What follows belongs to an exercise in optimizing a design on an open flow for small area; a production flow would make more cautious choices.
Function was checked by simulation only, so behaviour that the tests miss may differ from the original.
The clock port is modelled as an ideal driver; clocking choices that lean on that would not hold on a real chip.
Power and IR drop assume default switching activity.

==> flow/design.v <==
module BCD_Up_Down_Counter_top(
    input clk,
    input reset,
    input load,
    input [3:0] in,
    input [2:0] sel,
    input [4:0] speed,
    input upDown,
    input en,
    output [7:0] AN,
    output reg [6:0] a_to_g,
    output DP
);
    assign DP = 1'b1;
    reg [6:0] y;
    reg div;
    wire wrap = y[6];
    wire tick = wrap & ~div;
    always @(posedge clk) begin
        if (reset | wrap) y <= 7'd25;
        else y <= {1'b0, y[5:0]} + {2'b0, speed} + 7'd1;
        div <= ~reset & (div ^ wrap);
    end
    reg [4:0] sc;
    always @(posedge clk) sc <= reset ? 5'd0 : sc + 5'd1;
    wire [2:0] S = sc[4:2];
    wire [7:0] dsel = 8'b1 << S;
    assign AN = ~dsel;
    wire U = upDown;
    wire [3:0] v = {in[3], in[2] & ~in[3], in[1] & ~in[3], in[0] | (in[3] & (in[2] | in[1]))};
    reg [2:0] pc;
    always @(*)
        case (v[3:1])
            3'd0: pc = 3'b000;
            3'd1: pc = 3'b001;
            3'd2: pc = 3'b011;
            3'd3: pc = 3'b110;
            default: pc = 3'b100;
        endcase
    wire [3:0] w = reset ? {U, 2'b00, U} : {pc, v[0]};
    wire ld = tick & load;
    reg [31:0] op;
    wire [8:0] e;
    assign e[0] = tick & ~load & en;
    genvar i;
    generate
        for (i = 0; i < 8; i = i + 1) begin : g
            wire b0 = op[4*i], s0 = op[4*i+1], s1 = op[4*i+2], s2 = op[4*i+3];
            wire le = reset | (ld & (sel == i));
            wire pe = e[i] & (b0 ^ U);           
            wire m = ~(s1 | s0), n = ~(s2 | s1);
            assign e[i+1] = pe & m & (s2 ^ U);   
            wire [2:0] sh = U ? {m, s2, s1} : {s1, s0, n};
            always @(posedge clk)
                op[4*i+3:4*i] <= le ? w : {pe ? sh : {s2, s1, s0}, b0 ^ e[i]};
        end
    endgenerate
    reg [3:0] digit;
    reg [3:0] dmux;
    integer k;
    always @(*) begin
        dmux = 4'b0000;
        for (k = 0; k < 8; k = k + 1)
            dmux = dmux | ({4{dsel[k]}} & op[4*k +: 4]);
    end
    always @(posedge clk) digit <= dmux;
    always @(*) begin
        case (digit)
            4'b0000: a_to_g = 7'b0000001;   
            4'b0001: a_to_g = 7'b1001111;   
            4'b0010: a_to_g = 7'b0010010;   
            4'b0011: a_to_g = 7'b0000110;   
            4'b0110: a_to_g = 7'b1001100;   
            4'b0111: a_to_g = 7'b0100100;   
            4'b1100: a_to_g = 7'b0100000;   
            4'b1101: a_to_g = 7'b0001111;   
            4'b1000: a_to_g = 7'b0000000;   
            4'b1001: a_to_g = 7'b0000100;   
            default: a_to_g = 7'b1111111;
        endcase
    end
endmodule
==> flow/flow/run.sh <==
#!/bin/bash
# Own layout flow: the standard layout (standard.sh), with these changes:
#  - synthesis maps logic with an area-oriented ABC script (flow/abc_area.script)
#    instead of ORFS's delay-driven one, and without ORFS's full/half-adder
#    extraction; registers are mapped exactly as in the standard synthesis;
#  - the port buffers are the smallest buffer, sky130_fd_sc_hd__buf_1;
#  - the clock tree is three clkbuf_8 leaf buffers driven by the clock port
#    (flow/clock_buffers.tcl, run as the pre-CTS hook); TritonCTS then finds
#    the clock already buffered and adds nothing.
# Each tool's output goes to the logs ORFS writes under orfs/logs; make's own
# output goes to flow_make.log in the work folder.
set -euo pipefail
W=$(cd "$(dirname "$0")/.." && pwd)
cd "$W"
cat > "$W/own_synth.tcl" <<EOT
proc abc {args} {
  set i [lsearch -exact \$args -script]
  if {\$i >= 0} { lset args [expr {\$i + 1}] $W/flow/abc_area.script }
  yosys abc {*}\$args
}
source $W/synth_recipe.tcl
EOT
bash "$W/standard.sh" SYNTH_SCRIPT="$W/own_synth.tcl" ADDER_MAP_FILE= \
  "BUFFER_PORTS_ARGS=-buffer_cell sky130_fd_sc_hd__buf_1" \
  "PRE_CTS_TCL=$W/flow/clock_buffers.tcl" \
  "CTS_ARGS=-clk_nets clk -dont_use_dummy_load" \
  finish > "$W/flow_make.log" 2>&1
==> flow/flow/abc_area.script <==
strash
dch -f
amap -m
mfs -a
strash
dch -f
amap -m
mfs -a
strash
dch -f
amap -m
topo
==> flow/flow/clock_buffers.tcl <==
# Pre-CTS hook: drive the flip-flops from three clock buffers fed straight
# from the clock port, one per group of nearby flip-flops, in place of
# TritonCTS's H-tree (which adds a root buffer and smaller leaf clusters).
proc own_clock_buffers {cell} {
  set block [ord::get_db_block]
  set dbu [$block getDbUnitsPerMicron]
  set sinks {}
  foreach inst [$block getInsts] {
    foreach it [$inst getITerms] {
      set net [$it getNet]
      if {[[$it getMTerm] getName] eq "CLK" && $net ne "NULL" && [$net getName] eq "clk"} {
        set bb [$inst getBBox]
        lappend sinks [list [expr {([$bb xMin] + [$bb xMax]) / 2}] \
                            [expr {([$bb yMin] + [$bb yMax]) / 2}] [$inst getName]]
      }
    }
  }
  # one third by x, the other two thirds split in half by y
  set sinks [lsort -integer -index 0 $sinks]
  set total [llength $sinks]
  set cut [expr {$total / 3}]
  set rest [lsort -integer -index 1 [lrange $sinks $cut end]]
  set half [expr {[llength $rest] / 2}]
  set groups [list [lrange $sinks 0 [expr {$cut - 1}]] \
                   [lrange $rest 0 [expr {$half - 1}]] [lrange $rest $half end]]
  set g 0
  foreach grp $groups {
    set sx 0; set sy 0; set pins {}
    foreach s $grp {
      set sx [expr {$sx + [lindex $s 0]}]
      set sy [expr {$sy + [lindex $s 1]}]
      lappend pins [get_pins [lindex $s 2]/CLK]
    }
    set cx [expr {double($sx) / [llength $grp] / $dbu}]
    set cy [expr {double($sy) / [llength $grp] / $dbu}]
    puts "clock buffer $g: [llength $grp] flip-flops at ($cx, $cy)"
    insert_buffer -buffer_cell $cell -net clk -load_pins $pins -location [list $cx $cy] \
      -buffer_name clkbuf_leaf_$g -net_name clk_leaf_$g
    incr g
  }
}
own_clock_buffers sky130_fd_sc_hd__clkbuf_8
==> flow/standard.sh <==
#!/bin/bash
# synth_recipe.tcl (not shown) runs the flow's synth.tcl, then flattens the netlist and writes it again
# the make line also repeats each setting of config.mk as NAME=value (left out here)
make -C /OpenROAD-flow-scripts/flow DESIGN_CONFIG=/design/flow/config.mk WORK_HOME=/design/flow/orfs CLKGATE_MAP_FILE= SYNTH_SCRIPT=/design/flow/synth_recipe.tcl "${@:-finish}"
==> flow/config.mk <==
export PLATFORM = sky130hd
export DESIGN_NAME = BCD_Up_Down_Counter_top
export DESIGN_NICKNAME = BCD_Up_Down_Counter_top
export VERILOG_FILES = /design/flow/design.v
export SDC_FILE = /design/flow/constraint.sdc
export NUM_CORES = 4
export LEC_CHECK = 0
export CAP_MARGIN = 20
export CORE_MARGIN = 2
export CORE_UTILIZATION = 60
export GPL_TIMING_DRIVEN = 0
export SLEW_MARGIN = 20
==> flow/constraint.sdc <==
create_clock -name core_clock -period 10.0 [get_ports {clk}]
set_input_delay 2.0000 -clock core_clock [delete_from_list [all_inputs] [get_ports {clk}]]
set_output_delay 2.0000 -clock core_clock [all_outputs]
set_load 0.01 [all_outputs]
==> flow_summary.json, run 1 <==
{
  "die_h_um": 72.0,
  "clock_latency_ns": 0.16,
  "synth_edf_count": 24,
  "path_class": "in2reg",
  "yosysUniqueCellTypes": 30,
  "syn_inst": 342,
  "final_cells": 428,
  "period_minus_slack_ns": 8.39,
  "overflow": 0,
  "finalInstanceArea_mm2": 0.00300,
  "grtUsageMet2_pct": 42.9,
  "crit_chain": "clkbuf_2, clkinv_1, o221ai_1, nor4_1, o221ai_1, nor4_1, o221ai_1, nor4_1, o221ai_1, nor4_1, o221ai_1, nor4_1, o221ai_1, nor4_1, o221ai_1, nor4_1, clkinv_1, o21ai_0",
  "holdCritPathClass": "reg2reg",
  "first_global_vias": 2368,
  "grt_max_degree": 35,
  "status": "no timing/DRC/antenna violations",
  "use_met1_pct": 38.6,
  "yosys.area.top_type": "edfxtp_1",
  "tns_ns": 0,
  "drt-initial-drc-count": 183,
  "placed_area_mm2": 0.00295,
  "synth-main-ff-cell": "dfxtp_1",
  "io-pin-count": 33,
  "grt_util_met3_pct": 1.67,
  "period_share_pct": 83.9,
  "yosys_warnings": 1,
  "place_inst": 425,
  "start_util_pct": 62.8,
  "setup_violations": 0,
  "grt_setup_unrepaired": "no",
  "routabilityCongestion": 0.942,
  "post-cts-setup-buffers": 0,
  "vdd_ir_drop_max_uv": 132,
  "grt_use_total_pct": 26.0,
  "worstPathArrival_ns": 8.21,
  "fmax_mhz": 119,
  "ys_seq_area_share_pct": 46.2,
  "grt_pass1_wl_um": 10900,
  "diodes": 0,
  "hpwl_um": 4970,
  "p_per_area_mw_per_mm2": 146,
  "first_pass_iters": 4,
  "top_usage_layer": "met2",
  "cts_resized": 0,
  "crit_family": "simple AND/OR/NAND/NOR gates",
  "avgSynthCellArea_um2": 8.10,
  "finalMaxSlewViolations": 0,
  "coreArea_mm2": 0.00441,
  "area_growth_pct": 8.08,
  "slowest_stage": "clkinv_1",
  "asyncSetResetFlopFracSynth_pct": 0,
  "die_w_um": 72.0,
  "critPathMaxStageDelay_ns": 0.64,
  "synth_fp_nets": 359,
  "layout-drive-gt1-share_pct": 1.33,
  "critPathMaxFanout": 34,
  "slew_headroom_pct": 31.5,
  "antenna_found_initial": 0,
  "nNetsFinal": 395,
  "ant_nets": 0,
  "path_clk_slew_ns": 0.10,
  "endpoint_kind": "register",
  "port_buffers": 31,
  "power_leakage_nw": 0.977,
  "cts_hold_buf": 0,
  "worst_pin_slew_ns": 1.03,
  "via_per_inst": 6.16,
  "clock_skew_ns": 0.00817,
  "power.total_uw": 437,
  "synthesis.area_mm2": 0.00277,
  "drv_cap": 0,
  "dieArea_mm2": 0.00518,
  "crit_buf_inv": 3,
  "synth_top_area_share_pct": 26.0,
  "via_count": 2638,
  "worstPathRequired_ns": 9.82,
  "drc": 0,
  "drt-wirelength-per-cell_um": 15.2,
  "synth_seq_cells": 52,
  "std_cell_rows": 24,
  "crit_path_start_kind": "input pin",
  "synthTopCellsByArea": "edfxtp_1, dfxtp_1, clkinv_1, o22ai_1, o21ai_0",
  "finalWirelength_um": 6500,
  "final_hold_viol_count": 0
}
cell usage in the layout (no fill, tap or decap), drive strengths merged, types with 5 or more instances in the layout:
| master | Yosys | final |
|---|---|---|
| clkinv | 65 | 65 |
| o21ai | 36 | 36 |
| nor2 | 34 | 34 |
| o22ai | 33 | 33 |
| buf | 1 | 31 |
| dfxtp | 28 | 28 |
| nand2 | 25 | 25 |
| edfxtp | 24 | 24 |
| a21oi | 22 | 22 |
| nor3 | 12 | 12 |
| nor4 | 9 | 9 |
| o221ai | 8 | 8 |
| or2 | 7 | 7 |
| nand3 | 5 | 5 |
worst register-to-register path, cell delays in order (launching register included):
cell,delay (ns)
dfxtp_1,0.43
nand4_1,0.15
clkinv_1,0.09
o221ai_1,0.13
nor4_1,0.40
o221ai_1,0.24
nor4_1,0.41
o221ai_1,0.24
nor4_1,0.38
o221ai_1,0.27
nor4_1,0.51
o221ai_1,0.29
nor4_1,0.39
o221ai_1,0.23
nor4_1,0.42
o221ai_1,0.26
nor4_1,0.35
clkinv_1,0.15
o21ai_0,0.41
where the power goes:
group          internal [mW]  total [mW]  switching (mW)  leakage [nW]
clock network         0.0279      0.0785          0.0506        0.0216
logic                 0.0340      0.0944          0.0604         0.482
registers              0.249       0.264          0.0148         0.474
cells in the mapped netlist (2+ instances only):
| master | count |
|---|---|
| o22ai_1 | 33 |
| o221ai_1 | 8 |
| o32a_1 | 4 |
| o32ai_1 | 3 |
| o22a_1 | 3 |
| a211oi_1 | 4 |
| nand3_1 | 5 |
| a221oi_1 | 2 |
| o21ai_0 | 36 |
| nor2_1 | 34 |
| o21a_1 | 3 |
| nand2_1 | 25 |
| nor4_1 | 9 |
| a31o_1 | 2 |
| or3_1 | 2 |
| a22oi_1 | 2 |
| nor3_1 | 12 |
| a21oi_1 | 22 |
| or2_0 | 7 |
| dfxtp_1 | 28 |
| nand4_1 | 2 |
| edfxtp_1 | 24 |
| clkinv_1 | 65 |
worst paths after layout:
path | cells past startpoint | from | slack [ns] | to
worst max-delay path | 18 | upDown | 1.61 | op[29]
worst min-delay path | 1 | sc[1] | 0.47 | sc[1]
worst max register to register | 18 | y[6] | 3.91 | op[29]
worst min register to register | 1 | sc[1] | 0.47 | sc[1]
logic make-up (layout without fill, tap and decap cells):
family                 after synthesis  count (layout)  share of synthesized area (%)
and+or+nand+nor                     98              98                           16.1
buffers and inverters               66             100                           9.07
other                                1               1                          0.135
DFF                                 52              52                           46.2
AOI/OAI and AO/OA                  125             125                           28.5
layer usage:
layer	share of wire (%)	routed length, µm
met2	47	3040
met1	46	2990
met5	0	0
met3	5.3	344
met4	1.8	120
flip-flops by register name, indices dropped and copies added (netlist names):
name and count:
sc 5, a_to_g 7, y 7, div 1, op 32
layout make-up, without the clock buffers:
cell class | count | area (µm²)
Fill cell | 401 | 1420
Inverter | 65 | 244
Buffer | 1 | 7.51
Multi-Input combinational cell | 224 | 1240
Sequential cell | 52 | 1280
Tap cell | 52 | 65.1
Timing Repair Buffer | 31 | 118
per-stage QoR:
stage / hold slack [ns] / setup slack (ns) / util, %
2_1_floorplan: 0.422 / 3.31 / -
3_5_place_dp: 0.447 / 1.37 / 66.9
3_3_place_gp: 0.437 / 1.33 / 66.9
5_1_grt: 0.486 / 1.01 / 67.9
4_1_cts: 0.445 / 1.34 / 67.8
6_report: 0.466 / 1.61 / 67.9
==> inputs of run 2 (changes only) <==
--- a/flow/design.v
+++ b/flow/design.v
@@ -21,9 +21,13 @@
         else y <= {1'b0, y[5:0]} + {2'b0, speed} + 7'd1;
         div <= ~reset & (div ^ wrap);
     end
-    reg [4:0] sc;
-    always @(posedge clk) sc <= reset ? 5'd0 : sc + 5'd1;
-    wire [2:0] S = sc[4:2];
+    reg [1:0] rc;
+    reg [2:0] S;
+    always @(posedge clk) begin
+        rc <= reset ? 2'b00 : {rc[0], ~rc[1]};
+        if (reset) S <= 3'd0;
+        else if (rc == 2'b10) S <= S + 3'd1;
+    end
     wire [7:0] dsel = 8'b1 << S;
     assign AN = ~dsel;
     wire U = upDown;
@@ -64,19 +68,14 @@
             dmux = dmux | ({4{dsel[k]}} & op[4*k +: 4]);
     end
     always @(posedge clk) digit <= dmux;
+    wire [3:0] d = digit;
     always @(*) begin
-        case (digit)
-            4'b0000: a_to_g = 7'b0000001;   
-            4'b0001: a_to_g = 7'b1001111;   
-            4'b0010: a_to_g = 7'b0010010;   
-            4'b0011: a_to_g = 7'b0000110;   
-            4'b0110: a_to_g = 7'b1001100;   
-            4'b0111: a_to_g = 7'b0100100;   
-            4'b1100: a_to_g = 7'b0100000;   
-            4'b1101: a_to_g = 7'b0001111;   
-            4'b1000: a_to_g = 7'b0000000;   
-            4'b1001: a_to_g = 7'b0000100;   
-            default: a_to_g = 7'b1111111;
-        endcase
+        a_to_g[6] = (~d[3] & d[2] & ~d[0]) | (~d[3] & ~d[1] & d[0]);
+        a_to_g[5] = (~d[3] & d[2] & d[0]) | (d[3] & d[2] & ~d[0]);
+        a_to_g[4] = ~d[2] & d[1] & ~d[0];
+        a_to_g[3] = (~d[3] & d[2] & ~d[0]) | (~d[3] & ~d[1] & d[0]) | (d[3] & d[2] & d[0]);
+        a_to_g[2] = (~d[3] & d[2]) | d[0];
+        a_to_g[1] = ~((~d[3] & d[2]) | (d[3] & ~d[2]) | (~d[1] & ~d[0]));
+        a_to_g[0] = (~d[3] & ~d[1]) | (d[3] & d[2] & d[0]);
     end
 endmodule
==> run 2 against run 1 <==
Still clean. Clock power decreased by 2%. Total power decreased by 5.4%. Wire length decreased by 4.4%. Global-route usage decreased by 0.78 points. Sequential power decreased by 6%. Synthesized cell count decreased by 1.8%. Via count decreased by 3.1%. Core utilization decreased by 1.0 points. Sequential share of layout area decreased by 0.52 points. Fmax decreased by 1.4%. Die area decreased by 3.6%. Critical path depth unchanged. Critical path type unchanged. Largest cell class unchanged. Largest power group unchanged.
==> flow_summary.json, run 2 <==
{
  "drt-initial-drc-count": 147,
  "mostFrequentLayoutCell": "clkinv_1",
  "period_minus_slack_ns": 8.51,
  "asyncSetResetFlopFracSynth_pct": 0,
  "drv_cap": 0,
  "rrSetupSlack_ns": 3.85,
  "period_share_pct": 85.1,
  "grt_max_degree": 41,
  "std_cell_rows": 24,
  "synth_edf_count": 24,
  "diodes": 0,
  "crit_path_start_kind": "input pin",
  "grt_use_total_pct": 25.2,
  "coreArea_mm2": 0.00432,
  "endpoint_kind": "register",
  "antenna_found_initial": 0,
  "finalWirelength_um": 6210,
  "synth_seq_cells": 49,
  "via_per_inst": 6.06,
  "holdCritPathClass": "reg2reg",
  "cts_resized": 0,
  "fmax_mhz": 118,
  "yosysUniqueCellTypes": 25,
  "avgSynthCellArea_um2": 7.94,
  "hpwl_um": 4790,
  "first_pass_iters": 5,
  "vdd_ir_drop_max_uv": 115,
  "via_count": 2556,
  "mostFrequentLayoutCells": "clkinv_1, o21ai_0, o22ai_1",
  "synth-main-ff-cell": "dfxtp_1",
  "clock_latency_ns": 0.16,
  "timing.final.ws_setup_ns": 1.49,
  "yosys.area.top_type": "edfxtp_1",
  "io-pin-count": 33,
  "post-cts-setup-buffers": 0,
  "critPathMaxFanout": 40,
  "final_hold_viol_count": 0,
  "routabilityCongestion": 0.847,
  "slew_headroom_pct": 34.0,
  "worstPathArrival_ns": 8.32,
  "die_h_um": 70.7,
  "synth_fp_nets": 353,
  "port_buffers": 31,
  "cts_hold_buf": 0,
  "tns_ns": 0,
  "layout-drive-gt1-share_pct": 1.35,
  "power_leakage_nw": 0.945,
  "ys_seq_area_share_pct": 45.8,
  "path_clk_slew_ns": 0.10,
  "worstPathRequired_ns": 9.81,
  "finalMaxSlewViolations": 0,
  "max_flop_register": "op",
  "synth_most_common_cell": "clkinv_1",
  "worst_pin_slew_ns": 0.990,
  "ant_nets": 0,
  "first_global_vias": 2359,
  "drt-wirelength-per-cell_um": 14.7,
  "clock_skew_ns": 0.00934,
  "drc": 0,
  "path_class": "in2reg",
  "grt_pass1_wl_um": 10400,
  "regArea_mm2": 0.00122,
  "overflow": 0,
  "synth_commonest_cells": "clkinv_1, o21ai_0, o22ai_1",
  "dp_slack_ns": 1.29,
  "synthTopCellsByArea": "edfxtp_1, dfxtp_1, o21ai_0, clkinv_1, o22ai_1",
  "setup_violations": 0,
  "yosys_warnings": 1,
  "fillerInstances": 384,
  "multi_input_area_mm2": 0.00121,
  "dieArea_mm2": 0.00499,
  "nNetsFinal": 389,
  "p_per_area_mw_per_mm2": 143,
  "start_util_pct": 61.7,
  "area_growth_pct": 8.35,
  "status": "no timing/DRC/antenna violations",
  "syn_inst": 336,
  "worst_hold_slack_ns": 0.416,
  "synthesis.area_mm2": 0.00267,
  "largest_reg_flops": 32,
  "die_w_um": 70.7,
  "synth_top_area_share_pct": 27.0,
  "grt_setup_unrepaired": "no"
}
## run 2: per-layer routing
| layer | global-route usage [%] | routed length, µm | vias to the layer above |
|---|---|---|---|
| met2 | 45.5 | 2950 | 94 |
| met1 | 33.8 | 2650 | 1134 |
| met5 | 0 | 0 | - |
| met4 | 6.50 | 167 | 0 |
| li1 | - | - | 1310 |
| met3 | 0.855 | 442 | 18 |
## run 2: layout make-up, without the clock buffers
class / instances / share of cell area (%)
buffer: 1 / 0.260
multi-input combinational: 225 / 41.9
inverter: 61 / 7.92
timing repair buffer: 31 / 4.03
sequential: 49 / 42.3
tap: 52 / 2.25
## run 2: cells by family after synthesis
logic type             count (synthesis)  share of synthesized area [%]
and+or+nand+nor                       92                           15.4
AOI/OAI and AO/OA                    132                           29.8
other                                  1                          0.141
DFF                                   49                           45.8
buffers and inverters                 62                           8.87
## run 2: final timing paths
check,start,end,cells past startpoint
max,upDown,op[31],18
min,rc[0],rc[1],2
max reg2reg,y[6],op[31],18
min reg2reg,rc[0],rc[1],2
## run 2: through the flow
step | utilization (%) | power (mW) | instances | instance area [µm²]
after global routing | 66.8 | 0.437 | 422 | 2890
after floorplan | - | 0.313 | 336 | 2670
after detailed placement | 65.9 | 0.340 | 419 | 2850
final | 66.8 | 0.413 | 422 | 2890
after CTS | 66.8 | 0.397 | 422 | 2890
after global placement | 65.9 | 0.337 | 419 | 2850
## run 2: where the power goes
| part | total (mW) | internal [mW] | switching, mW |
|---|---|---|---|
| clock | 0.0771 | 0.0279 | 0.0492 |
| combinational | 0.0887 | 0.0318 | 0.0569 |
| sequential | 0.247 | 0.233 | 0.0143 |
| total | 0.413 | 0.293 | 0.120 |
## run 2: worst max-delay path: stages
cell      delay, ns
buf_1          0.40
inv_2          0.65
o221ai_1       0.27
nor4_1         0.44
o221ai_1       0.24
nor4_1         0.40
o221ai_1       0.26
nor4_1         0.41
o221ai_1       0.25
nor4_1         0.39
o221ai_1       0.24
nor4_1         0.49
o221ai_1       0.29
nor4_1         0.38
o221ai_1       0.24
nor4_1         0.36
clkinv_1       0.15
o21ai_0        0.43
==> inputs of run 3 (changes only) <==
--- a/flow/flow/run.sh
+++ b/flow/flow/run.sh
@@ -4,7 +4,7 @@
 #    instead of ORFS's delay-driven one, and without ORFS's full/half-adder
 #    extraction; registers are mapped exactly as in the standard synthesis;
 #  - the port buffers are the smallest buffer, sky130_fd_sc_hd__buf_1;
-#  - the clock tree is three clkbuf_8 leaf buffers driven by the clock port
+#  - the clock tree is three buf_6 leaf buffers driven by the clock port
 #    (flow/clock_buffers.tcl, run as the pre-CTS hook); TritonCTS then finds
 #    the clock already buffered and adds nothing.
 # Each tool's output goes to the logs ORFS writes under orfs/logs; make's own
--- a/flow/flow/clock_buffers.tcl
+++ b/flow/flow/clock_buffers.tcl
@@ -1,4 +1,4 @@
-# Pre-CTS hook: drive the flip-flops from three clock buffers fed straight
+# Pre-CTS hook: drive the flip-flops from three buffers (buf_6) fed straight
 # from the clock port, one per group of nearby flip-flops, in place of
 # TritonCTS's H-tree (which adds a root buffer and smaller leaf clusters).
 proc own_clock_buffers {cell} {
@@ -39,4 +39,4 @@
     incr g
   }
 }
-own_clock_buffers sky130_fd_sc_hd__clkbuf_8
+own_clock_buffers sky130_fd_sc_hd__buf_6
--- a/flow/config.mk
+++ b/flow/config.mk
@@ -7,6 +7,6 @@
 export LEC_CHECK = 0
 export CAP_MARGIN = 20
 export CORE_MARGIN = 2
-export CORE_UTILIZATION = 60
+export CORE_UTILIZATION = 65
 export GPL_TIMING_DRIVEN = 0
 export SLEW_MARGIN = 20
==> run 3 against run 2 <==
Largest cell class unchanged. Synthesized cell count unchanged. Critical path depth unchanged. Clock skew increased by 0.018 ns. Synthesized area unchanged. Global-route usage increased by 2.0 points. Worst hold slack got worse by 0.0010 ns. Highest routed layer unchanged. Clock power increased by 48%. Via count increased by 1.9%.
==> flow_summary.json, run 3 <==
{
  "tns_ns": 0,
  "finalInstanceArea_mm2": 0.00292,
  "hold_end": "rc[0]",
  "routabilityCongestion": 0.867,
  "place_inst": 417,
  "drt-initial-drc-count": 234,
  "p_per_area_mw_per_mm2": 154,
  "synth_fp_nets": 353,
  "status": "no timing/DRC/antenna violations",
  "largest_reg_flops": 32,
  "dp_slack_ns": 1.30,
  "cts_tree": "yes",
  "yosys.area_share.simple_pct": 15.4,
  "port_buffers": 31,
  "drt-wirelength-per-cell_um": 14.6,
  "clock_skew_ns": 0.0278,
  "power_leakage_nw": 0.960,
  "rrSetupSlack_ns": 3.69,
  "first_global_vias": 2141,
  "synth-main-ff-cell": "dfxtp_1",
  "io-pin-count": 33,
  "worstPathArrival_ns": 8.58,
  "power_frac_seq_pct": 54.9,
  "syn_inst": 336,
  "holdCritPathClass": "reg2reg",
  "placed_area_mm2": 0.00285,
  "p_sw_uw": 135,
  "worstPathRequired_ns": 10.06,
  "start_util_pct": 67.2,
  "cell_internal_pwr_uw": 315,
  "synth_top_area_share_pct": 27.0,
  "via_count": 2604,
  "layout-drive-gt1-share_pct": 1.88,
  "slowest_stage": "clkinv_1",
  "clock_latency_ns": 0.39,
  "synth.area.mux_share_pct": 0,
  "max_flop_register": "op",
  "hpwl_um": 4690,
  "holdCritStartpoint": "rc[1]",
  "grt_pass1_wl_um": 9440,
  "finalWirelength_um": 6180,
  "synth_edf_count": 24,
  "r2r_start": "y[6]",
  "crit_chain": "buf_1, clkinv_1, o221ai_1, nor4_1, o221ai_1, nor4_1, o221ai_1, nor4_1, o221ai_1, nor4_1, o221ai_1, nor4_1, o221ai_1, nor4_1, o221ai_1, nor4_1, clkinv_1, o21ai_0",
  "yosysUniqueCellTypes": 25,
  "setup_violations": 0,
  "synth-xor-area-share_pct": 0,
  "die_w_um": 68.1,
  "std_cell_rows": 23,
  "grt_setup_unrepaired": "no",
  "asyncSetResetFlopFracSynth_pct": 0,
  "ant_nets": 0,
  "vdd_ir_drop_max_uv": 107,
  "nNetsFinal": 392,
  "rr_worst_depth": 18,
  "critPathMaxStageDelay_ns": 0.73,
  "final_cells": 423,
  "combPwrFrac_pct": 19.8,
  "fmax_mhz": 117,
  "grt_max_degree": 41,
  "period_share_pct": 85.2,
  "coreArea_mm2": 0.00397,
  "final_util_pct": 73.6,
  "holdPathStages": 1,
  "mostFrequentLayoutCells": "clkinv_1, o21ai_0, o22ai_1",
  "endpoint_kind": "register",
  "avgSynthCellArea_um2": 7.94,
  "via_per_inst": 6.16,
  "dieArea_mm2": 0.00463,
  "synthesis.area_mm2": 0.00267,
  "yosys_warnings": 1,
  "synth_compound_area_share_pct": 29.8,
  "mostFrequentLayoutCell": "clkinv_1",
  "antenna_found_initial": 0,
  "path_clk_slew_ns": 0.11,
  "area_growth_pct": 9.52,
  "grt_use_total_pct": 27.2,
  "path_class": "in2reg",
  "cts_hold_buf": 0,
  "crit_path_start_kind": "input pin",
  "synth_most_common_cell": "clkinv_1",
  "yosys.area.top_type": "edfxtp_1",
  "synth_top_family_by_area": "compound AO/OA/AOI/OAI gates",
  "drc": 0,
  "sw_frac_of_total_pct": 29.9,
  "synthTopCellsByArea": "edfxtp_1, dfxtp_1, o21ai_0, clkinv_1, o22ai_1",
  "synthAdderAreaFrac_pct": 0,
  "pwr-share-clk_pct": 25.3,
  "period_minus_slack_ns": 8.52,
  "diodes": 0,
  "synth_seq_cells": 49,
  "cts_resized": 0,
  "post-cts-setup-buffers": 0,
  "die_h_um": 68.1,
  "critPathMaxFanout": 40,
  "finalMaxSlewViolations": 0,
  "timing.final.ws_setup_ns": 1.48,
  "final_hold_viol_count": 0,
  "synth_commonest_cells": "clkinv_1, o21ai_0, o22ai_1",
  "cts_buffers": 3,
  "ys_seq_area_share_pct": 45.8,
  "first_pass_iters": 5,
  "reg2reg_to": "op[31]",
  "worst_pin_slew_ns": 1.06,
  "slew_headroom_pct": 28.7,
  "drv_cap": 0,
  "overflow": 0
}
run 3: cell counts after synthesis:
Identical to the previous run, type by type.
run 3: power groups by stage:
stage	logic, mW	clock network (mW)	registers, mW
floorplan	0.0641	0	0.249
global placement	0.0851	0	0.251
detailed placement	0.0882	0	0.251
CTS	0.0885	0.113	0.247
global route	0.101	0.120	0.250
finish	0.0890	0.114	0.247
run 3: per-stage QoR:
| stage | power (mW) | hold slack (ns) |
|---|---|---|
| floorplan | 0.313 | 0.385 |
| global placement | 0.336 | 0.394 |
| detailed placement | 0.339 | 0.400 |
| CTS | 0.449 | 0.416 |
| global route | 0.471 | 0.439 |
| finish | 0.450 | 0.415 |
run 3: how the worst max path moves through the flow:
stage | cells past startpoint | slack [ns] | end | startpoint
after floorplan | 17 | 3.32 | op[29] | upDown
after global placement | 18 | 1.44 | op[31] | upDown
after detailed placement | 18 | 1.30 | op[31] | upDown
after CTS | 18 | 1.71 | op[31] | upDown
after global routing | 18 | 0.89 | op[31] | upDown
final | 18 | 1.48 | op[31] | upDown
run 3: logic make-up after synthesis:
group | Yosys count
buffers and inverters | 62
and+or+nand+nor | 92
AOI/OAI and AO/OA | 132
other | 1
DFF | 49
run 3: critical path, delay by kind of cell:
kind,cells,cell delay (ns)
buffers and inverters,3,1.27
AOI/OAI and AO/OA,8,2.26
and+or+nand+nor,7,3.02
run 3: per-layer routing:
metal / track usage [%] / vias to the layer above / part of all wire, %
li1: - / 1314 / -
met2: 46.1 / 117 / 46
met4: 9.25 / 0 / 2.0
met1: 35.9 / 1160 / 44
met3: 3.62 / 13 / 8.0
met5: 0 / - / 0
run 3: cell type report, without the clock buffers:
class	count	area [µm²]
sequential	49	1220
timing repair buffer	31	116
fill	325	1050
multi-input combinational	225	1210
tap	50	62.6
buffer	1	7.51
inverter	61	229
==> inputs of run 4 (changes only) <==
--- a/flow/flow/run.sh
+++ b/flow/flow/run.sh
@@ -5,7 +5,8 @@
 #    extraction; registers are mapped exactly as in the standard synthesis;
 #  - the port buffers are the smallest buffer, sky130_fd_sc_hd__buf_1;
 #  - the clock tree is three buf_6 leaf buffers driven by the clock port
-#    (flow/clock_buffers.tcl, run as the pre-CTS hook); TritonCTS then finds
+#    (flow/clock_buffers.tcl, run as the pre-CTS hook); TritonCTS, given buf_6
+#    as its buffer, then finds
 #    the clock already buffered and adds nothing.
 # Each tool's output goes to the logs ORFS writes under orfs/logs; make's own
 # output goes to flow_make.log in the work folder.
@@ -23,5 +24,5 @@
 bash "$W/standard.sh" SYNTH_SCRIPT="$W/own_synth.tcl" ADDER_MAP_FILE= \
   "BUFFER_PORTS_ARGS=-buffer_cell sky130_fd_sc_hd__buf_1" \
   "PRE_CTS_TCL=$W/flow/clock_buffers.tcl" \
-  "CTS_ARGS=-clk_nets clk -dont_use_dummy_load" \
+  "CTS_ARGS=-clk_nets clk -dont_use_dummy_load -buf_list sky130_fd_sc_hd__buf_6" \
   finish > "$W/flow_make.log" 2>&1
==> run 4 against run 3 <==
Still clean. Sequential power is essentially flat. Flip-flop and latch count is the same. Register-to-register slack gained 0.11 ns. Clock skew shrank 0.016 ns. Die area is the same. Worst hold slack is essentially flat. Cell area shrank 1.4%. Total power shrank 8.8%. Synthesized area is the same. Synthesized cell count is the same. Via count shrank 0.31%. Critical path type unchanged. Largest cell class unchanged.
==> flow_summary.json, run 4 <==
{
  "grt_use_total_pct": 26.6,
  "mostFrequentLayoutCells": "clkinv_1, o21ai_0, o22ai_1",
  "place_inst": 417,
  "via_count": 2596,
  "coreArea_mm2": 0.00397,
  "grt_setup_unrepaired": "no",
  "first_global_vias": 2114,
  "synth.area.mux_share_pct": 0,
  "power.total_uw": 410,
  "fillerInstances": 329,
  "rr_worst_depth": 18,
  "ys_seq_area_share_pct": 45.8,
  "vdd_ir_drop_max_uv": 108,
  "synth_seq_cells": 49,
  "crit_path_start_kind": "input pin",
  "synth_most_common_cell": "clkinv_1",
  "cts_hold_buf": 0,
  "io-pin-count": 33,
  "synth_compound_area_share_pct": 29.8,
  "die_w_um": 68.1,
  "hpwl_um": 4690,
  "worst_hold_slack_ns": 0.415,
  "synth_commonest_cells": "clkinv_1, o21ai_0, o22ai_1",
  "yosys.area_share.simple_pct": 15.4,
  "area_growth_pct": 7.97,
  "dieArea_mm2": 0.00463,
  "path_class": "in2reg",
  "die_h_um": 68.1,
  "first_pass_iters": 5,
  "finalWirelength_um": 6160,
  "clock_latency_ns": 0.14,
  "start_util_pct": 67.2,
  "grt_pass1_wl_um": 9380,
  "rrSetupSlack_ns": 3.80,
  "worstPathArrival_ns": 8.47,
  "synth-main-ff-cell": "dfxtp_1",
  "holdCritPathClass": "reg2reg",
  "tns_ns": 0,
  "yosys.area.top_type": "edfxtp_1",
  "cts_resized": 0,
  "crit_path_start": "upDown",
  "cp-endpoint": "op[31]",
  "worst_pin_slew_ns": 1.06,
  "yosysUniqueCellTypes": 25,
  "std_cell_rows": 23,
  "avgSynthCellArea_um2": 7.94,
  "drc": 0,
  "synthesis.area_mm2": 0.00267,
  "clock_skew_ns": 0.0114,
  "antenna_found_initial": 0,
  "synth_top_area_share_pct": 27.0,
  "drv_cap": 0,
  "syn_inst": 336,
  "slew_headroom_pct": 28.8,
  "yosys_warnings": 1,
  "overflow": 0,
  "finalMaxSlewViolations": 0,
  "max_flop_register": "op",
  "worstPathRequired_ns": 9.81,
  "endpoint_kind": "register",
  "final_util_pct": 72.5,
  "period_minus_slack_ns": 8.66,
  "nNetsFinal": 389,
  "period_share_pct": 86.6,
  "synth_fp_nets": 353,
  "path_clk_slew_ns": 0.12,
  "r2r_start": "y[6]",
  "ant_nets": 0,
  "mostFrequentLayoutCell": "clkinv_1",
  "largest_reg_flops": 32,
  "drt-initial-drc-count": 251,
  "layout-drive-gt1-share_pct": 1.08,
  "synth_top_family_by_area": "compound AO/OA/AOI/OAI gates",
  "synthTopCellsByArea": "edfxtp_1, dfxtp_1, o21ai_0, clkinv_1, o22ai_1",
  "setup_violations": 0,
  "synth-xor-area-share_pct": 0,
  "via_per_inst": 6.18,
  "routabilityCongestion": 0.867,
  "port_buffers": 31,
  "p_per_area_mw_per_mm2": 142,
  "reg2reg_to": "op[31]",
  "status": "no timing/DRC/antenna violations",
  "diodes": 0,
  "post-cts-setup-buffers": 0,
  "critPathMaxFanout": 40,
  "final_hold_viol_count": 0,
  "drt-wirelength-per-cell_um": 14.7,
  "synthAdderAreaFrac_pct": 0,
  "fmax_mhz": 116,
  "asyncSetResetFlopFracSynth_pct": 0,
  "grt_max_degree": 41,
  "synth_edf_count": 24,
  "final_cells": 420,
  "power_leakage_nw": 0.939
}
run 4: through the flow:
step / setup WS (ns) / area (µm²)
floorplan: 3.32 / 2670
global placement: 1.44 / 2850
detailed placement: 1.30 / 2850
CTS: 1.29 / 2880
global route: 0.629 / 2880
finish: 1.34 / 2880
run 4: worst min-delay path by stage:
stage | startpoint | endpoint | cells after the start
2_1_floorplan | rc[1] | rc[0] | 1
3_3_place_gp | rc[1] | rc[0] | 1
3_5_place_dp | rc[1] | rc[0] | 1
4_1_cts | rc[1] | rc[0] | 1
5_1_grt | rc[1] | rc[0] | 1
6_report | rc[1] | rc[0] | 1
run 4: final cells by class, without the clock buffers:
cell class | count | area, µm² | area share [%]
inverters | 61 | 229 | 7.95
well taps | 50 | 62.6 | 2.17
repair buffers | 31 | 116 | 4.04
plain buffers | 1 | 7.51 | 0.261
flip-flops and latches | 49 | 1220 | 42.4
multi-input cells | 225 | 1210 | 42.0
run 4: layer usage:
metal  GRT usage, %  vias to the layer above  share of wire [%]
met5              0                        -                  0
met4           6.50                        0                2.8
met3           2.47                       22                8.3
met2           46.0                      124                 46
met1           35.9                     1144                 43
li1               -                     1306                  -
run 4: cells by family after synthesis:
logic type | Yosys count
and+or+nand+nor | 92
buffers and inverters | 62
other | 1
AOI/OAI and AO/OA | 132
DFF | 49
run 4: where the power goes:
group	internal (mW)	switching, mW
Combinational	0.0318	0.0573
Clock	0.0243	0.0498
Sequential	0.233	0.0140
Total	0.289	0.121
run 4: worst max-delay path: stages:
cell and delay (ns):
buf_1 0.38, clkinv_1 0.73, o221ai_1 0.27, nor4_1 0.46
o221ai_1 0.26, nor4_1 0.42, o221ai_1 0.28, nor4_1 0.39
o221ai_1 0.23, nor4_1 0.38, o221ai_1 0.25, nor4_1 0.38
o221ai_1 0.27, nor4_1 0.51, o221ai_1 0.28, nor4_1 0.41
clkinv_1 0.16, o21ai_0 0.40
==> inputs of run 5 (changes only) <==
--- a/flow/design.v
+++ b/flow/design.v
@@ -55,8 +55,10 @@
             wire m = ~(s1 | s0), n = ~(s2 | s1);
             assign e[i+1] = pe & m & (s2 ^ U);   
             wire [2:0] sh = U ? {m, s2, s1} : {s1, s0, n};
+            wire [2:0] s = {s2, s1, s0};
+            wire [2:0] ts = le ? w[3:1] ^ s : {3{pe}} & (sh ^ s);
             always @(posedge clk)
-                op[4*i+3:4*i] <= le ? w : {pe ? sh : {s2, s1, s0}, b0 ^ e[i]};
+                op[4*i+3:4*i] <= {reset ? {U, 2'b00} : s ^ ts, le ? w[0] : b0 ^ e[i]};
         end
     endgenerate
     reg [3:0] digit;
==> flow/flow/run.sh (replaced) <==
#!/bin/bash
# Own layout flow: the standard layout (standard.sh), with these changes:
#  - synthesis maps logic with an area-oriented ABC script (flow/abc_area.script)
#    instead of ORFS's delay-driven one, and without ORFS's full/half-adder
#    extraction; registers are mapped exactly as in the standard synthesis;
#  - the port buffers, and the buffer synthesis puts on the constant DP
#    output, are the smallest buffer, sky130_fd_sc_hd__buf_1;
#  - the clock tree is three clkbuf_8 leaf buffers driven by the clock port
#    (flow/clock_buffers.tcl, run as the pre-CTS hook); TritonCTS then finds
#    the clock already buffered and adds nothing.
# Each tool's output goes to the logs ORFS writes under orfs/logs; make's own
# output goes to flow_make.log in the work folder.
set -euo pipefail
W=$(cd "$(dirname "$0")/.." && pwd)
cd "$W"
cat > "$W/own_synth.tcl" <<EOT
proc abc {args} {
  set i [lsearch -exact \$args -script]
  if {\$i >= 0} { lset args [expr {\$i + 1}] $W/flow/abc_area.script }
  yosys abc {*}\$args
}
source $W/synth_recipe.tcl
EOT
bash "$W/standard.sh" SYNTH_SCRIPT="$W/own_synth.tcl" ADDER_MAP_FILE= \
  "MIN_BUF_CELL_AND_PORTS=sky130_fd_sc_hd__buf_1 A X" \
  "BUFFER_PORTS_ARGS=-buffer_cell sky130_fd_sc_hd__buf_1" \
  "PRE_CTS_TCL=$W/flow/clock_buffers.tcl" \
  "CTS_ARGS=-clk_nets clk -dont_use_dummy_load" \
  finish > "$W/flow_make.log" 2>&1
--- a/flow/flow/clock_buffers.tcl
+++ b/flow/flow/clock_buffers.tcl
@@ -1,4 +1,4 @@
-# Pre-CTS hook: drive the flip-flops from three buffers (buf_6) fed straight
+# Pre-CTS hook: drive the flip-flops from three clock buffers fed straight
 # from the clock port, one per group of nearby flip-flops, in place of
 # TritonCTS's H-tree (which adds a root buffer and smaller leaf clusters).
 proc own_clock_buffers {cell} {
@@ -39,4 +39,4 @@
     incr g
   }
 }
-own_clock_buffers sky130_fd_sc_hd__buf_6
+own_clock_buffers sky130_fd_sc_hd__clkbuf_8
--- a/flow/config.mk
+++ b/flow/config.mk
@@ -5,8 +5,8 @@
 export SDC_FILE = /design/flow/constraint.sdc
 export NUM_CORES = 4
 export LEC_CHECK = 0
-export CAP_MARGIN = 20
+export CAP_MARGIN = 0
 export CORE_MARGIN = 2
-export CORE_UTILIZATION = 65
+export CORE_UTILIZATION = 60
 export GPL_TIMING_DRIVEN = 0
-export SLEW_MARGIN = 20
+export SLEW_MARGIN = 0
==> run 5 against run 4 <==
Now fails the layout checks on capacitance limit. Cell area fell by 0.83%. Clock power increased by 3%. Critical path type unchanged. Fmax down 5.2%. Total power decreased by 3.2%. Largest cell class is now multi-input gates. First-iteration DRC count decreased by 33%. Critical endpoint is now op[31]. Wire length rose by 4.8%. Flip-flop and latch count stayed put. Worst setup slack lost 0.48 ns. Clock skew up 0.0016 ns. Combinational power up 0.8%. Global-route usage fell by 0.90 points.
==> flow_summary.json, run 5 <==
{
  "dieArea_mm2": 0.00489,
  "ys_seq_area_share_pct": 37.6,
  "routabilityCongestion": 0.912,
  "clock_skew_ns": 0.0131,
  "overflow": 0,
  "setup_violations": 0,
  "mostFrequentLayoutCell": "clkinv_1",
  "first_global_vias": 2347,
  "rr_worst_depth": 25,
  "worstPathRequired_ns": 10.00,
  "diodes": 0,
  "period_share_pct": 91.3,
  "drc": 0,
  "holdCritPathClass": "reg2reg",
  "drv_cap": 1,
  "grt_setup_unrepaired": "no",
  "synthesis.area_mm2": 0.00261,
  "path_class": "in2reg",
  "grt_max_degree": 33,
  "finalMaxSlewViolations": 1,
  "rrSetupSlack_ns": 2.96,
  "clock_latency_ns": 0.16,
  "synth_commonest_cells": "clkinv_1, dfxtp_1, nor2_1",
  "synth_seq_cells": 49,
  "synthTopCellsByArea": "dfxtp_1, o22ai_1, clkinv_1, o21ai_0, nor2_1",
  "worst_hold_slack_ns": 0.417,
  "regArea_um2": 981,
  "max_flop_register": "op",
  "layout-drive-gt1-share_pct": 2.01,
  "fmax_mhz": 110,
  "synth_edf_count": 0,
  "avgSynthCellArea_um2": 7.14,
  "port_buffers": 31,
  "status": "complete, but fails checks",
  "finalWirelength_um": 6460,
  "drt-initial-drc-count": 169,
  "coreArea_mm2": 0.00409,
  "antenna_found_initial": 0,
  "syn_inst": 365,
  "vdd_ir_drop_max_uv": 117,
  "crit_path_start_kind": "input pin",
  "r2r_start": "y[6]",
  "die_w_um": 69.9,
  "so_faults": "capacitance limit",
  "area_growth_pct": 9.55,
  "synth_fp_nets": 382,
  "period_minus_slack_ns": 9.13,
  "final_util_pct": 69.9,
  "synth_top_area_share_pct": 37.6,
  "yosys_warnings": 1,
  "p_per_area_mw_per_mm2": 139,
  "path_clk_slew_ns": 0.09,
  "ant_nets": 0,
  "drt-wirelength-per-cell_um": 14.4,
  "mostFrequentLayoutCells": "clkinv_1, dfxtp_1, nor2_1",
  "worstPathArrival_ns": 9.14,
  "via_per_inst": 6.06,
  "grt_use_total_pct": 25.7,
  "holdCritStartpoint": "rc[1]",
  "synth-main-ff-cell": "dfxtp_1",
  "slew_headroom_pct": -0.0585,
  "yosys.area.top_type": "dfxtp_1",
  "nNetsFinal": 418,
  "die_h_um": 69.9,
  "asyncSetResetFlopFracSynth_pct": 0,
  "grt_pass1_wl_um": 10600,
  "power_leakage_nw": 0.939,
  "hold_end": "rc[0]",
  "reg2reg_to": "op[31]",
  "via_count": 2719,
  "synth_most_common_cell": "clkinv_1",
  "io-pin-count": 33,
  "std_cell_rows": 23,
  "holdPathStages": 1,
  "fillerInstances": 345,
  "yosysUniqueCellTypes": 26,
  "first_pass_iters": 5,
  "start_util_pct": 63.8,
  "critPathMaxFanout": 32,
  "final_hold_viol_count": 0,
  "multi_input_area_mm2": 0.00138,
  "largest_reg_flops": 32,
  "worst_pin_slew_ns": 1.49,
  "endpoint_kind": "register",
  "hpwl_um": 4900
}
run 5: cell count changes in the layout (fill, tap and decap cells not counted), sizes merged, moves of 3 or more:
| cell | previous run | this run |
|---|---|---|
| nand2 | 30 | 19 |
| dfxtp | 25 | 49 |
| nor3 | 6 | 9 |
| a221oi | 2 | 5 |
| nor4 | 7 | 4 |
| o32ai | 0 | 6 |
| nor2 | 30 | 47 |
| edfxtp | 24 | 0 |
| buf | 35 | 31 |
| o221ai | 10 | 14 |
| clkbuf | 0 | 3 |
| clkinv | 61 | 70 |
| o21ai | 48 | 37 |
| o22ai | 34 | 43 |
run 5: final cells by class, without the clock buffers:
type                       instances  share of cell area [%]
sequential                        49                    34.3
inverter                          71                    9.42
multi-input combinational        244                    48.1
tap                               50                    2.19
buffer                             1                   0.131
timing repair buffer              31                    4.34
run 5: how the worst max path moves through the flow:
stage                start  endpoint
floorplan           upDown    op[31]
global placement    upDown    op[31]
detailed placement  upDown    op[31]
CTS                 upDown    op[31]
global route        upDown    op[29]
finish              upDown    op[31]
run 5: cell families after synthesis:
kind of cell | share of synthesized area, %
DFF | 37.6
buffers and inverters | 10.4
AOI/OAI and AO/OA | 35.8
and+or+nand+nor | 16.1
other | 0.144
run 5: through the flow:
step                worst slack, ns  setup TNS (ns)  std cells  instance area, µm²  total power [mW]
floorplan                      2.20               0        365                2610             0.296
global placement             -0.248          -0.712        446                2790             0.320
detailed placement           -0.411           -1.31        446                2790             0.323
CTS                          0.0690               0        449                2840             0.381
global route                 0.0279               0        449                2860             0.422
finish                        0.868               0        449                2860             0.397
run 5: critical path: stages:
cell and delay, ns:
clkdlybuf4s15_2 0.50, inv_4 0.41, o221ai_1 0.27, nor4_1 0.46
o221ai_1 0.32, nor4_1 0.38, clkinv_1 0.18, a221oi_2 0.35
o21ai_0 0.21, nor3_1 0.30, o221ai_1 0.31, a2111oi_2 0.38
o221ai_1 0.30, nor4_1 0.41, o221ai_1 0.27, clkinv_1 0.13
o21ai_0 0.11, nor3_1 0.27, o221ai_1 0.21, clkinv_1 0.13
o21ai_0 0.15, nor4_2 0.39, o221ai_1 0.28, a221oi_1 0.34
a21oi_1 0.07
run 5: what timing repair did:
item / in CTS / in global routing
buffers inserted: 0 / 0
hold buffers: 0 / 0
resized for setup: 3 / 5
endpoints found under the setup margin: 4 / 4
run 5: power breakdown:
| group | switching (mW) | internal (mW) |
|---|---|---|
| Sequential | 0.0155 | 0.216 |
| Clock | 0.0482 | 0.0278 |
| Combinational | 0.0580 | 0.0318 |
| Total | 0.122 | 0.275 |
run 5: metal layers:
| layer | share of wire [%] | track usage, % | vias up |
|---|---|---|---|
| met3 | 5.5 | 0.866 | 12 |
| met2 | 45 | 42.4 | 101 |
| met1 | 47 | 38.0 | 1197 |
| met4 | 2.3 | 4.49 | 0 |
| met5 | 0 | 0 | - |
| li1 | - | - | 1409 |
==> inputs of run 6 (changes only) <==
--- a/flow/config.mk
+++ b/flow/config.mk
@@ -5,8 +5,8 @@
 export SDC_FILE = /design/flow/constraint.sdc
 export NUM_CORES = 4
 export LEC_CHECK = 0
-export CAP_MARGIN = 0
+export CAP_MARGIN = 20
 export CORE_MARGIN = 2
 export CORE_UTILIZATION = 60
 export GPL_TIMING_DRIVEN = 0
-export SLEW_MARGIN = 0
+export SLEW_MARGIN = 20
==> run 6 against run 5 <==
The run now finishes clean. Die area did not move. Worst hold slack improved by 0.0039 ns. Global-route usage is essentially flat. First-iteration DRC count increased by 28%. Fmax up 0.91%. Via count grew 0.44%. Total power grew 0.27%. Clock power grew 1%. Sequential power hardly changed. Largest power group unchanged.
==> flow_summary.json, run 6 <==
{
  "worst_pin_slew_ns": 0.859,
  "fillerInstances": 350,
  "grt_use_total_pct": 25.7,
  "worstPathArrival_ns": 9.05,
  "top_usage_layer": "met2",
  "largest_reg_flops": 32,
  "io-pin-count": 33,
  "post-cts-setup-buffers": 0,
  "path_clk_slew_ns": 0.09,
  "grt_util_met3_pct": 1.01,
  "mostFrequentLayoutCell": "clkinv_1",
  "yosysUniqueCellTypes": 26,
  "asyncSetResetFlopFracSynth_pct": 0,
  "drv_cap": 0,
  "synth_most_common_cell": "clkinv_1",
  "max_flop_register": "op",
  "synth_commonest_cells": "clkinv_1, dfxtp_1, nor2_1",
  "synthesis.area_mm2": 0.00261,
  "overflow": 0,
  "port_buffers": 31,
  "final_util_pct": 69.9,
  "dp_slack_ns": 0.194,
  "dieArea_mm2": 0.00489,
  "yosys_warnings": 1,
  "start_util_pct": 63.8,
  "diodes": 0,
  "drt-wirelength-per-cell_um": 14.5,
  "endpoint_kind": "register",
  "combPwrFrac_pct": 22.7,
  "ant_nets": 0,
  "first_global_vias": 2353,
  "p_per_area_mw_per_mm2": 139,
  "period_share_pct": 90.5,
  "rrSetupSlack_ns": 2.76,
  "grt_pass1_wl_um": 10500,
  "pwr-share-clk_pct": 19.3,
  "die_h_um": 69.9,
  "hpwl_um": 4870,
  "std_cell_rows": 23,
  "grt_max_degree": 33,
  "grtUsageMet2_pct": 42.1,
  "mostFrequentLayoutCells": "clkinv_1, dfxtp_1, nor2_1",
  "die_w_um": 69.9,
  "period_minus_slack_ns": 9.05,
  "status": "no timing/DRC/antenna violations",
  "final_hold_viol_count": 0,
  "worstPathRequired_ns": 10.01,
  "grt_setup_unrepaired": "no",
  "coreArea_mm2": 0.00409,
  "synth_fp_nets": 382,
  "setup_violations": 0,
  "slew_headroom_pct": 42.7,
  "area_growth_pct": 9.55,
  "cell_internal_pwr_uw": 275,
  "path_class": "in2reg",
  "ys_seq_area_share_pct": 37.6,
  "synth_edf_count": 0,
  "avgSynthCellArea_um2": 7.14,
  "finalWirelength_um": 6530,
  "syn_inst": 365,
  "via_per_inst": 6.07,
  "finalMaxSlewViolations": 0,
  "p_sw_uw": 123,
  "worst_hold_slack_ns": 0.421,
  "layout-drive-gt1-share_pct": 2.25,
  "synth_seq_cells": 49,
  "holdCritPathClass": "reg2reg",
  "antenna_found_initial": 0,
  "use_met1_pct": 37.6,
  "crit_path_start_kind": "input pin",
  "sw_frac_of_total_pct": 30.8,
  "drt-initial-drc-count": 217,
  "synthTopCellsByArea": "dfxtp_1, o22ai_1, clkinv_1, o21ai_0, nor2_1",
  "via_count": 2731,
  "routabilityCongestion": 0.912,
  "clock_skew_ns": 0.0169,
  "power_leakage_nw": 0.935,
  "fmax_mhz": 111,
  "drc": 0,
  "clock_latency_ns": 0.17,
  "power_frac_seq_pct": 58.0,
  "synth_top_area_share_pct": 37.6,
  "synth-main-ff-cell": "dfxtp_1",
  "nNetsFinal": 419,
  "critPathMaxFanout": 33,
  "first_pass_iters": 4,
  "cts_hold_buf": 0,
  "vdd_ir_drop_max_uv": 125,
  "timing.final.ws_setup_ns": 0.950,
  "yosys.area.top_type": "dfxtp_1"
}
run 6: cell counts after synthesis:
Identical to the previous run, type by type.
run 6: routing by layer:
metal | share of wire (%) | vias up | wire, µm
met1 | 45 | 1198 | 2950
met3 | 7.9 | 15 | 516
li1 | - | 1420 | -
met2 | 45 | 98 | 2910
met5 | 0 | - | 0
met4 | 2.4 | 0 | 158
run 6: final timing paths:
kind	endpoint	cells after the start	start
setup / recovery	op[31]	25	upDown
hold / removal	rc[1]	2	rc[0]
setup reg to reg	op[31]	25	y[6]
hold reg to reg	rc[1]	2	rc[0]
run 6: layout make-up, without the clock buffers:
class / instances / area [µm²] / share of cell area [%]
Multi-Input combinational cell: 244 / 1380 / 48.1
Sequential cell: 49 / 981 / 34.3
Inverter: 71 / 270 / 9.46
Timing Repair Buffer: 31 / 118 / 4.12
Tap cell: 50 / 62.6 / 2.19
Timing Repair inverter: 1 / 5.00 / 0.175
Buffer: 1 / 3.75 / 0.131
run 6: critical path: stages:
cell        delay (ns)
buf_2             0.31
clkinvlp_4        0.34
o221ai_1          0.26
nor4_1            0.45
o221ai_1          0.33
nor4_1            0.39
clkinv_1          0.18
a221oi_2          0.34
o21ai_0           0.21
nor3_1            0.29
o221ai_1          0.29
a2111oi_1         0.54
o221ai_1          0.37
nor4_1            0.42
o221ai_1          0.27
clkinv_1          0.13
o21ai_0           0.11
nor3_1            0.26
o221ai_1          0.22
clkinv_1          0.13
o21ai_0           0.14
nor4_2            0.38
o221ai_1          0.28
a221oi_1          0.34
a21oi_1           0.07
run 6: timing repair:
action / CTS / global route
endpoints found under the setup margin: 0 / 4
endpoints found under the hold margin: 0 / 0
gates resized for setup: 0 / 4
run 6: cell families (layout without fill, tap and decap cells):
family                 count (synthesis)  count (layout)  share of synthesized area, %
AOI/OAI and AO/OA                    146             146                          35.8
buffers and inverters                 72             107                          10.4
DFF                                   49              49                          37.6
other                                  1               1                         0.144
and+or+nand+nor                       97              97                          16.1
run 6: power groups by stage:
stage | clock network [mW] | registers (mW) | logic, mW
after floorplan | 0 | 0.232 | 0.0646
after global placement | 0 | 0.234 | 0.0859
after detailed placement | 0 | 0.235 | 0.0882
after CTS | 0.0571 | 0.235 | 0.0884
after global routing | 0.0847 | 0.234 | 0.103
final | 0.0770 | 0.231 | 0.0902
run 6: per-stage QoR:
| step | total power, mW | setup TNS [ns] | instance area (µm²) | std cells |
|---|---|---|---|---|
| finish | 0.398 | 0 | 2860 | 450 |
| global route | 0.422 | 0 | 2860 | 450 |
| CTS | 0.381 | 0 | 2830 | 449 |
| detailed placement | 0.323 | 0 | 2790 | 446 |
| global placement | 0.320 | -0.712 | 2790 | 446 |
| floorplan | 0.296 | 0 | 2610 | 365 |
==> inputs of run 7 (changes only) <==
--- a/flow/config.mk
+++ b/flow/config.mk
@@ -7,6 +7,6 @@
 export LEC_CHECK = 0
 export CAP_MARGIN = 20
 export CORE_MARGIN = 2
-export CORE_UTILIZATION = 60
+export CORE_UTILIZATION = 75
 export GPL_TIMING_DRIVEN = 0
 export SLEW_MARGIN = 20
==> run 7 against run 6 <==
Core utilization increased by 16 points. Clock skew decreased by 0.013 ns. Worst setup slack got worse by 0.16 ns. Combinational power increased by 3.0%. First-iteration DRC count increased by 64%. Clock power about the same. Fmax decreased by 1.7%. Cell area decreased by 0.18%. Critical endpoint is now op[29].
==> flow_summary.json, run 7 <==
{
  "status": "no timing/DRC/antenna violations",
  "io-pin-count": 33,
  "mostFrequentLayoutCells": "clkinv_1, dfxtp_1, nor2_1",
  "layout-drive-gt1-share_pct": 2.25,
  "finalWirelength_um": 6970,
  "mostFrequentLayoutCell": "clkinv_1",
  "overflow": 0,
  "fmax_mhz": 109,
  "holdCritPathClass": "reg2reg",
  "critPathMaxFanout": 33,
  "final_hold_viol_count": 0,
  "setup_violations": 0,
  "drc": 0,
  "ant_nets": 0,
  "syn_inst": 365,
  "cpMostUsedCell": "o221ai_1",
  "dieArea_mm2": 0.00396,
  "diodes": 0,
  "avgSynthCellArea_um2": 7.14,
  "via_per_inst": 6.59,
  "via_count": 2937,
  "crit_path_start_kind": "input pin",
  "clock_skew_ns": 0.00360,
  "slowest_stage": "a2111oi_1",
  "p_per_area_mw_per_mm2": 141,
  "synth-main-ff-cell": "dfxtp_1",
  "slew_headroom_pct": 38.3,
  "final_util_pct": 85.5,
  "timing.final.ws_setup_ns": 0.793,
  "synth_top_area_share_pct": 37.6,
  "synth_edf_count": 0,
  "start_util_pct": 78.1,
  "routabilityCongestion": 0.887,
  "area_growth_pct": 9.36,
  "critPathMaxStageDelay_ns": 0.54,
  "r2r_start": "y[6]",
  "drt-initial-drc-count": 355,
  "ys_seq_area_share_pct": 37.6,
  "worst_hold_slack_ns": 0.413,
  "synthesis.area_mm2": 0.00261,
  "synth_top_family_by_area": "compound AO/OA/AOI/OAI gates",
  "finalMaxSlewViolations": 0,
  "die_h_um": 63.0,
  "asyncSetResetFlopFracSynth_pct": 0,
  "power.total_uw": 401,
  "synth.area.mux_share_pct": 0,
  "hpwl_um": 5060,
  "path_class": "in2reg",
  "rrSetupSlack_ns": 2.65,
  "vdd_ir_drop_max_uv": 132,
  "crit_family": "compound AO/OA/AOI/OAI gates",
  "first_pass_iters": 6,
  "synth_compound_area_share_pct": 35.8,
  "synth-xor-area-share_pct": 0,
  "worstPathRequired_ns": 10.09,
  "synth_most_common_cell": "clkinv_1",
  "worstPathArrival_ns": 9.30,
  "post-cts-setup-buffers": 0,
  "max_flop_register": "op",
  "port_buffers": 31,
  "drv_cap": 0,
  "grt_use_total_pct": 34.2,
  "std_cell_rows": 21,
  "grt_max_degree": 33,
  "period_share_pct": 92.1,
  "synth_seq_cells": 49,
  "period_minus_slack_ns": 9.21,
  "yosys_warnings": 1,
  "yosys.area_share.simple_pct": 16.1,
  "yosys.area.top_type": "dfxtp_1",
  "power_leakage_nw": 0.933,
  "largest_reg_flops": 32,
  "grt_pass1_wl_um": 11200,
  "worst_pin_slew_ns": 0.926,
  "crit_buf_inv": 6,
  "yosysUniqueCellTypes": 26,
  "synthAdderAreaFrac_pct": 0,
  "synthTopCellsByArea": "dfxtp_1, o22ai_1, clkinv_1, o21ai_0, nor2_1",
  "drt-wirelength-per-cell_um": 15.6,
  "antenna_found_initial": 0,
  "path_clk_slew_ns": 0.10,
  "die_w_um": 63.0,
  "dp_slack_ns": 0.248,
  "first_global_vias": 2680,
  "holdCritStartpoint": "rc[1]",
  "clock_latency_ns": 0.16,
  "tns_ns": 0,
  "crit_path_start": "upDown",
  "endpoint_kind": "register",
  "synth_fp_nets": 382,
  "synth_commonest_cells": "clkinv_1, dfxtp_1, nor2_1",
  "nNetsFinal": 419,
  "coreArea_mm2": 0.00334
}
## run 7: area by class of cell, without the clock buffers
cell class	count	area, µm²
plain buffers	1	3.75
repair buffers	31	118
inverters	71	270
multi-input cells	244	1380
well taps	46	57.6
repair inverters	1	5.00
flip-flops and latches	49	981
fillers	219	485
## run 7: metrics by stage
step,cell area (µm²),instances
floorplan,2610,365
global placement,2780,442
detailed placement,2790,442
CTS,2830,445
global route,2850,446
finish,2850,446
## run 7: kinds of logic after synthesis
kind of cell	after synthesis
other	1
AND/OR/NAND/NOR	97
buffers and inverters	72
AO/OA/AOI/OAI	146
flip-flops	49
## run 7: power breakdown
part,internal (mW),switching [mW],leakage (nW)
logic,0.0318,0.0611,0.504
registers,0.216,0.0156,0.407
clock network,0.0279,0.0488,0.0216
total,0.275,0.126,0.933
## run 7: timing repair
item	CTS	global route
endpoints found under the setup margin	0	4
gates resized for setup	0	4
hold buffers	0	0
## run 7: worst paths after layout
path,cells after the start,endpoint
worst min-delay path,1,rc[0]
worst max-delay path,26,op[29]
worst min register to register,1,rc[0]
worst max register to register,26,op[29]
## run 7: metal layers
| metal | track usage, % | wire length [µm] | vias up | part of all wire, % |
|---|---|---|---|---|
| met2 | 60.2 | 3190 | 204 | 46 |
| met3 | 4.86 | 756 | 47 | 11 |
| met1 | 41.2 | 2630 | 1277 | 38 |
| met4 | 14.7 | 389 | 0 | 5.6 |
| li1 | - | - | 1409 | - |
| met5 | 0 | 0 | - | 0 |
==> inputs of run 8 (changes only) <==
--- a/flow/flow/run.sh
+++ b/flow/flow/run.sh
@@ -1,6 +1,8 @@
 #!/bin/bash
 # Own layout flow: the standard layout (standard.sh), with these changes:
-#  - synthesis maps logic with an area-oriented ABC script (flow/abc_area.script)
+#  - synthesis maps logic with an area-oriented ABC script (flow/abc_area.script:
+#    twenty rounds of choice computation, area mapping and don't-care
+#    resubstitution, which settle on a fixed point)
 #    instead of ORFS's delay-driven one, and without ORFS's full/half-adder
 #    extraction; registers are mapped exactly as in the standard synthesis;
 #  - the port buffers, and the buffer synthesis puts on the constant DP
==> flow/flow/abc_area.script (replaced) <==
strash
dch -f
amap -m
mfs -a
strash
dch -f
amap -m
mfs -a
strash
dch -f
amap -m
mfs -a
strash
dch -f
amap -m
mfs -a
strash
dch -f
amap -m
mfs -a
strash
dch -f
amap -m
mfs -a
strash
dch -f
amap -m
mfs -a
strash
dch -f
amap -m
mfs -a
strash
dch -f
amap -m
mfs -a
strash
dch -f
amap -m
mfs -a
strash
dch -f
amap -m
mfs -a
strash
dch -f
amap -m
mfs -a
strash
dch -f
amap -m
mfs -a
strash
dch -f
amap -m
mfs -a
strash
dch -f
amap -m
mfs -a
strash
dch -f
amap -m
mfs -a
strash
dch -f
amap -m
mfs -a
strash
dch -f
amap -m
mfs -a
strash
dch -f
amap -m
mfs -a
strash
dch -f
amap -m
topo
==> run 8 against run 7 <==
Via count fell by 4.0%. Combinational power about the same. Global-route usage increased by 0.51 points. Largest cell class unchanged.
==> flow_summary.json, run 8 <==
{
  "io-pin-count": 33,
  "critPathMaxStageDelay_ns": 0.45,
  "layout-drive-gt1-share_pct": 2.05,
  "nNetsFinal": 410,
  "power_leakage_nw": 0.916,
  "final_hold_viol_count": 0,
  "clock_skew_ns": 0.00728,
  "port_buffers": 31,
  "synth_commonest_cells": "clkinv_1, dfxtp_1, o22ai_1",
  "diodes": 0,
  "yosys.area.top_type": "dfxtp_1",
  "largest_reg_flops": 32,
  "worstPathRequired_ns": 10.09,
  "slowest_stage": "clkinvlp_4",
  "mostFrequentLayoutCells": "clkinv_1, dfxtp_1, o22ai_1",
  "crit_path_start_kind": "input pin",
  "antenna_found_initial": 0,
  "ys_seq_area_share_pct": 37.9,
  "endpoint_kind": "register",
  "ant_nets": 0,
  "crit_path_start": "upDown",
  "path_clk_slew_ns": 0.10,
  "period_share_pct": 89.0,
  "coreArea_mm2": 0.00334,
  "hpwl_um": 4840,
  "post-cts-setup-buffers": 0,
  "start_util_pct": 77.6,
  "grt_max_degree": 36,
  "max_flop_register": "op",
  "p_per_area_mw_per_mm2": 142,
  "syn_inst": 357,
  "vdd_ir_drop_max_uv": 156,
  "clock_latency_ns": 0.16,
  "grt_use_total_pct": 34.7,
  "crit_buf_inv": 5,
  "drt-initial-drc-count": 298,
  "worst_pin_slew_ns": 0.868,
  "die_h_um": 62.8,
  "synth_top_area_share_pct": 37.9,
  "worst_hold_slack_ns": 0.421,
  "synthesis.area_mm2": 0.00259,
  "yosysUniqueCellTypes": 26,
  "area_growth_pct": 9.18,
  "first_global_vias": 2633,
  "period_minus_slack_ns": 8.90,
  "yosys_warnings": 1,
  "finalWirelength_um": 6530,
  "status": "no timing/DRC/antenna violations",
  "overflow": 0
}
## run 8: cell types whose count changed in the layout (fill, tap and decap cells not counted), sizes merged, moves of 2 or more
cell,delta
o22ai,+5
a31oi,+2
a211oi,-3
a21oi,-5
or3,+2
and3,-2
o221ai,-2
o221a,+3
nor2,-7
## run 8: final timing paths
check             endpoint  slack [ns]  cells past startpoint
hold / removal       rc[0]        0.42                      1
setup / recovery    op[30]        1.10                     26
hold reg to reg      rc[0]        0.42                      1
setup reg to reg    op[30]        3.13                     26
## run 8: power breakdown
group          total (mW)  internal, mW  switching (mW)
Clock              0.0772        0.0279          0.0494
Sequential          0.231         0.216          0.0151
Combinational      0.0929        0.0334          0.0595
## run 8: worst register-to-register path, cell delays in order (launching register included)
cell and delay [ns]:
dfxtp_1 0.44, nand4_1 0.15, clkinv_1 0.08, o221ai_1 0.16, nor4_1 0.40, o221ai_1 0.33, nor4_2 0.31, o221a_1 0.32
o21ai_0 0.14, nor3_1 0.28, o221ai_1 0.25, clkinv_1 0.14, o21ai_0 0.12, nor3_1 0.35, o221ai_1 0.31, nor4_1 0.45
o221a_1 0.36, o21ai_0 0.15, nor3_1 0.26, clkinv_1 0.17, a221oi_2 0.34, o21ai_0 0.21, nor3_1 0.33, o221ai_1 0.23
nor2_1 0.26, clkinv_1 0.14, o22ai_1 0.13
## run 8: per-stage QoR
| step | area, µm² | utilization (%) | setup WS (ns) | power [mW] |
|---|---|---|---|---|
| after floorplan | 2590 | - | 2.58 | 0.297 |
| after global placement | 2760 | 82.8 | 0.522 | 0.319 |
| after detailed placement | 2770 | 83.0 | 0.810 | 0.325 |
| after CTS | 2810 | 84.2 | 0.720 | 0.383 |
| after global routing | 2830 | 84.7 | 0.137 | 0.422 |
| final | 2830 | 84.7 | 1.10 | 0.401 |
## run 8: metal layers
layer	routed length [µm]	up-vias	share of wire [%]	global-route usage, %
li1	-	1387	-	-
met1	2720	1286	42	45.5
met2	3170	131	49	60.9
met3	535	15	8.2	3.78
met4	102	0	1.6	9.17
met5	0	-	0	0
## run 8: timing repair
action                                  CTS  global route
gates resized for setup                   0             3
endpoints found under the setup margin    0             3
hold buffers                              0             0
## run 8: cell families after synthesis
| logic type | synth area share [%] |
|---|---|
| compound gates | 36.3 |
| flops | 37.9 |
| simple gates | 15.3 |
| other cells | 0.145 |
| buf+inv | 10.3 |
## run 8: area by class of cell, without the clock buffers
class,instances,area [µm²],area share (%)
multi-input combinational,237,1360,48.1
sequential,49,981,34.7
inverter,70,267,9.43
timing repair buffer,31,118,4.16
tap,46,57.6,2.04
buffer,1,3.75,0.133

static timing again, ports no longer ideal:
How much do the figures lean on ideal ports? The routed layouts below were timed once more, with nothing changed but the port constraints.
Step 1: set_driving_cell puts a clkbuf_16 on clk and a buf_2 on each other input, an assumption about the parent block.
Step 2 also shifts input and output timing later by t, the mid clock arrival at the registers, as if the neighbouring blocks saw the same clock.
a / b / c = no drivers / after step 1 / after step 2; a / b = the first two.
run | t, ns | slack for setup (ns)
run 1 | 0.206 | 1.615 / 1.644 / 1.438
run 2 | 0.201 | 1.493 / 1.518 / 1.317
run 3 | 0.403 | 1.483 / 1.489 / 1.086
run 4 | 0.190 | 1.344 / 1.380 / 1.190
run 5 | 0.206 | 0.868 / 0.895 / 0.689
run 6 | 0.209 | 0.950 / 0.983 / 0.774
run 7 | 0.204 | 0.793 / 0.823 / 0.619
run 8 | 0.205 | 1.097 / 1.129 / 0.924
